Context: an optimization exercise on an open-source flow, tuned for small area. The choices shown serve that exercise and are no tape-out recipe. The RTL was checked by simulation tests, not by an equivalence proof against the original design. Power is estimated from default activity; no workload was simulated.

// parking_meter_core
module parking_meter_core(clk, rst, tick, scan, blink, parked, sw, seg, an);
export LEC_CHECK = 0
export ABC_AREA = 1
export CAP_MARGIN = 20
export CORE_MARGIN = 2
export CORE_UTILIZATION = 60
export CTS_BUF_LIST = sky130_fd_sc_hd__clkbuf_8
export SLEW_MARGIN = 20
create_clock -name core_clock -period 25.0 [get_ports {clk}]
standard.sh (not shown) runs the stock make flow with config.mk's settings and CLKGATE_MAP_FILE= SYNTH_SCRIPT=/design/flow/synth_recipe.tcl, a recipe that flattens the netlist after the stock synthesis.
==> flow/flow/run.sh <==
#!/bin/bash
# The standard layout with two changes to how it is made:
# 1. After the standard synthesis, flow/remap.tcl re-maps the combinational
#    logic of its netlist with an area-oriented ABC script (flow/abc.script: &deepsyn, then amap).
#    Every register keeps its instance, name and cell type; only the gates
#    between registers and ports change.
# 2. The port buffers are the smallest buffer, sky130_fd_sc_hd__buf_1.
# Each tool's output goes to a log file of its own in this folder.
set -euo pipefail
RES="$PWD/orfs/results/sky130hd/parking_meter_core/base"
LIB="$FLOW_HOME/platforms/sky130hd/lib/sky130_fd_sc_hd__tt_025C_1v80.lib"

bash standard.sh synth > synth.log 2>&1
cp "$RES/1_2_yosys.v" standard_1_2_yosys.v

REMAP_LIB="$LIB" REMAP_IN=standard_1_2_yosys.v REMAP_OUT=remapped.v \
  REMAP_SCRIPT="$PWD/flow/abc.script" yosys -c flow/remap.tcl > remap.log 2>&1
cp remapped.v "$RES/1_2_yosys.v"
touch "$RES/1_2_yosys.v"
rm -f "$RES/1_synth.odb"

export BUFFER_PORTS_ARGS="-buffer_cell sky130_fd_sc_hd__buf_1"
bash standard.sh finish > standard.log 2>&1
==> flow/flow/abc.script <==
strash
&get -n
&deepsyn -T 300
&put
dch
amap
topo
==> flow/flow/remap.tcl <==
# Re-maps the combinational logic of the standard synthesis netlist with an
# area-oriented ABC script. Registers (and every sequential cell) stay the same
# instances with the same names; only the logic between them is re-mapped.
yosys -import
set lib $::env(REMAP_LIB)
set net $::env(REMAP_IN)
read_liberty -overwrite -ignore_miss_func -setattr liberty_cell $lib
foreach pat {df* edf* sdf* sedf* dl* sdl*} {
  setattr -mod -set keep_hierarchy 1 sky130_fd_sc_hd__$pat
}
read_verilog -overwrite $net
hierarchy -top parking_meter_core
flatten
opt_clean -purge
opt -purge
abc -liberty $lib -dont_use *lpflow* -dont_use *probe* -script $::env(REMAP_SCRIPT)
opt_clean -purge
hilomap -singleton -hicell sky130_fd_sc_hd__conb_1 HI -locell sky130_fd_sc_hd__conb_1 LO
insbuf -buf sky130_fd_sc_hd__buf_4 A X
splitnets
opt_clean -purge
stat -liberty $lib
select parking_meter_core
write_verilog -noattr -nohex -nodec -selected $::env(REMAP_OUT)
Rerun with:
==> flow/flow/abc.script (replaced) <==
strash
&get -n
&deepsyn -T 120
&put
dch
amap
topo
- CTS_CLUSTER_SIZE: default -> 30
=> Global-route usage fell by 0.74 points; final cell count goes up by 5.4%; total power drops by about 5%; die area rose by 2.8%; register-to-register slack gets better by 0.49 ns; worst hold slack barely changes; setup slack improved by 1.2 ns.
Rerun with:
- CTS_CLUSTER_SIZE: 30 -> default
Outcome: The new run finished clean. First-iteration DRC count is unchanged. Wire length is unchanged. Worst setup slack does not change. Core utilization stays the same.

* * *

== the reference run ==
Another version of the RTL of parking_meter_core (not shown whole).
Size in the first run: ~25 flip-flops, roughly 2500 um^2 of cells after synthesis.
clock: 25.0 ns
lec_check: 0
abc_area: 1
cap_margin: 20
core_margin: 2
core_utilization: 60
slew_margin: 20
==> flow/flow/run.sh <==
#!/bin/bash
# Standard layout, but the port buffers are the smallest buffer (buf_1).
cp standard.sh standard_sh_copy.log
export BUFFER_PORTS_ARGS="-buffer_cell sky130_fd_sc_hd__buf_1"
bash standard.sh > standard.log 2>&1
> inputs changed (the reference run -> the trial run)
Settings: CTS_BUF_LIST now sky130_fd_sc_hd__clkbuf_8, previously not set.
==> flow/flow/run.sh <==
#!/bin/bash
# The standard layout with two changes to how it is made:
# 1. After the standard synthesis, flow/remap.tcl re-maps the combinational
#    logic of its netlist with an area-oriented ABC script (flow/abc.script).
#    Every register keeps its instance, name and cell type; only the gates
#    between registers and ports change.
# 2. The port buffers are the smallest buffer, sky130_fd_sc_hd__buf_1.
# Each tool's output goes to a log file of its own in this folder.
set -euo pipefail
RES="$PWD/orfs/results/sky130hd/parking_meter_core/base"
LIB="$FLOW_HOME/platforms/sky130hd/lib/sky130_fd_sc_hd__tt_025C_1v80.lib"

bash standard.sh synth > synth.log 2>&1
cp "$RES/1_2_yosys.v" standard_1_2_yosys.v

REMAP_LIB="$LIB" REMAP_IN=standard_1_2_yosys.v REMAP_OUT=remapped.v \
  REMAP_SCRIPT="$PWD/flow/abc.script" yosys -c flow/remap.tcl > remap.log 2>&1
cp remapped.v "$RES/1_2_yosys.v"
touch "$RES/1_2_yosys.v"
rm -f "$RES/1_synth.odb"

export BUFFER_PORTS_ARGS="-buffer_cell sky130_fd_sc_hd__buf_1"
bash standard.sh finish > standard.log 2>&1
==> flow/flow/abc.script (new file) <==
strash
dch
amap
topo
==> flow/flow/remap.tcl (new file) <==
# Re-maps the combinational logic of the standard synthesis netlist with an
# area-oriented ABC script. Registers (and every sequential cell) stay the same
# instances with the same names; only the logic between them is re-mapped.
yosys -import
set lib $::env(REMAP_LIB)
set net $::env(REMAP_IN)
read_liberty -overwrite -ignore_miss_func -setattr liberty_cell $lib
foreach pat {df* edf* sdf* sedf* dl* sdl*} {
  setattr -mod -set keep_hierarchy 1 sky130_fd_sc_hd__$pat
}
read_verilog -overwrite $net
hierarchy -top parking_meter_core
flatten
opt_clean -purge
opt -purge
abc -liberty $lib -dont_use *lpflow* -dont_use *probe* -script $::env(REMAP_SCRIPT)
opt_clean -purge
hilomap -singleton -hicell sky130_fd_sc_hd__conb_1 HI -locell sky130_fd_sc_hd__conb_1 LO
insbuf -buf sky130_fd_sc_hd__buf_4 A X
splitnets
opt_clean -purge
stat -liberty $lib
select parking_meter_core
write_verilog -noattr -nohex -nodec -selected $::env(REMAP_OUT)
Notes after the runs:
- No stage failed in the trial run, and the final checks on the layout all came back clean.
- Non-clock inverter total of the final layout of the trial run falls short of that of the reference run by more than a quarter.
- Max upper clock frequency limit across the reference run and the trial run: the reference run
- The most frequent standard cell in the layout excluding fill and tap cells comes out sky130_fd_sc_hd__nand2_1 in one run and sky130_fd_sc_hd__nor2_1 in the other, namely in the reference run and the trial run respectively.
- Cmp the reference run and the trial run / vertical extent of the die / lower: the trial run
- Across both runs, overall power consumption was lower for the trial run than for the reference run.

port drivers added, routing unchanged:
How much do the figures lean on ideal ports? The routed layouts below were timed once more, with nothing changed but the port constraints.
Step 1 sets driving cells, clkbuf_16 on the clock port and buf_2 on the other inputs (assumed; they add their load-dependent delay and slew).
Step 2 moves the port delays by t, midway between the first and last clock arrival at a register: inputs arrive t later, outputs are due t later. That takes back most of the time a late clock gives input paths.
Slacks: no drivers / after step 1 / after step 2; pairs: no drivers / after step 1.
| run | t, ns | slack for setup (ns) | worst setup path at the end | slew at the worst register clock pin (ns) | worst data-port slew with drivers (ns) |
|---|---|---|---|---|---|
| the first run of note 1 | 0.291 | 13.558 / 13.555 / 13.264 | input to register | 0.08 / 0.08 | 0.03 |
| the second run of note 1 | 0.282 | 14.728 / 14.728 / 14.446 | input to register | 0.08 / 0.08 | 0.03 |
| the third run of note 1 | 0.282 | 14.728 / 14.728 / 14.446 | input to register | 0.08 / 0.08 | 0.03 |
| the reference run | 0.289 | 16.023 / 16.027 / 15.738 | input to register | 0.09 / 0.09 | 0.03 |
| the trial run | 0.304 | 15.028 / 15.037 / 14.732 | input to register | 0.09 / 0.09 | 0.04 |
After both steps setup and hold are still met in every run listed. The setup slack of the trial run, which loses most, moves by +0.009 ns with the drivers and by -0.296 ns with both steps.
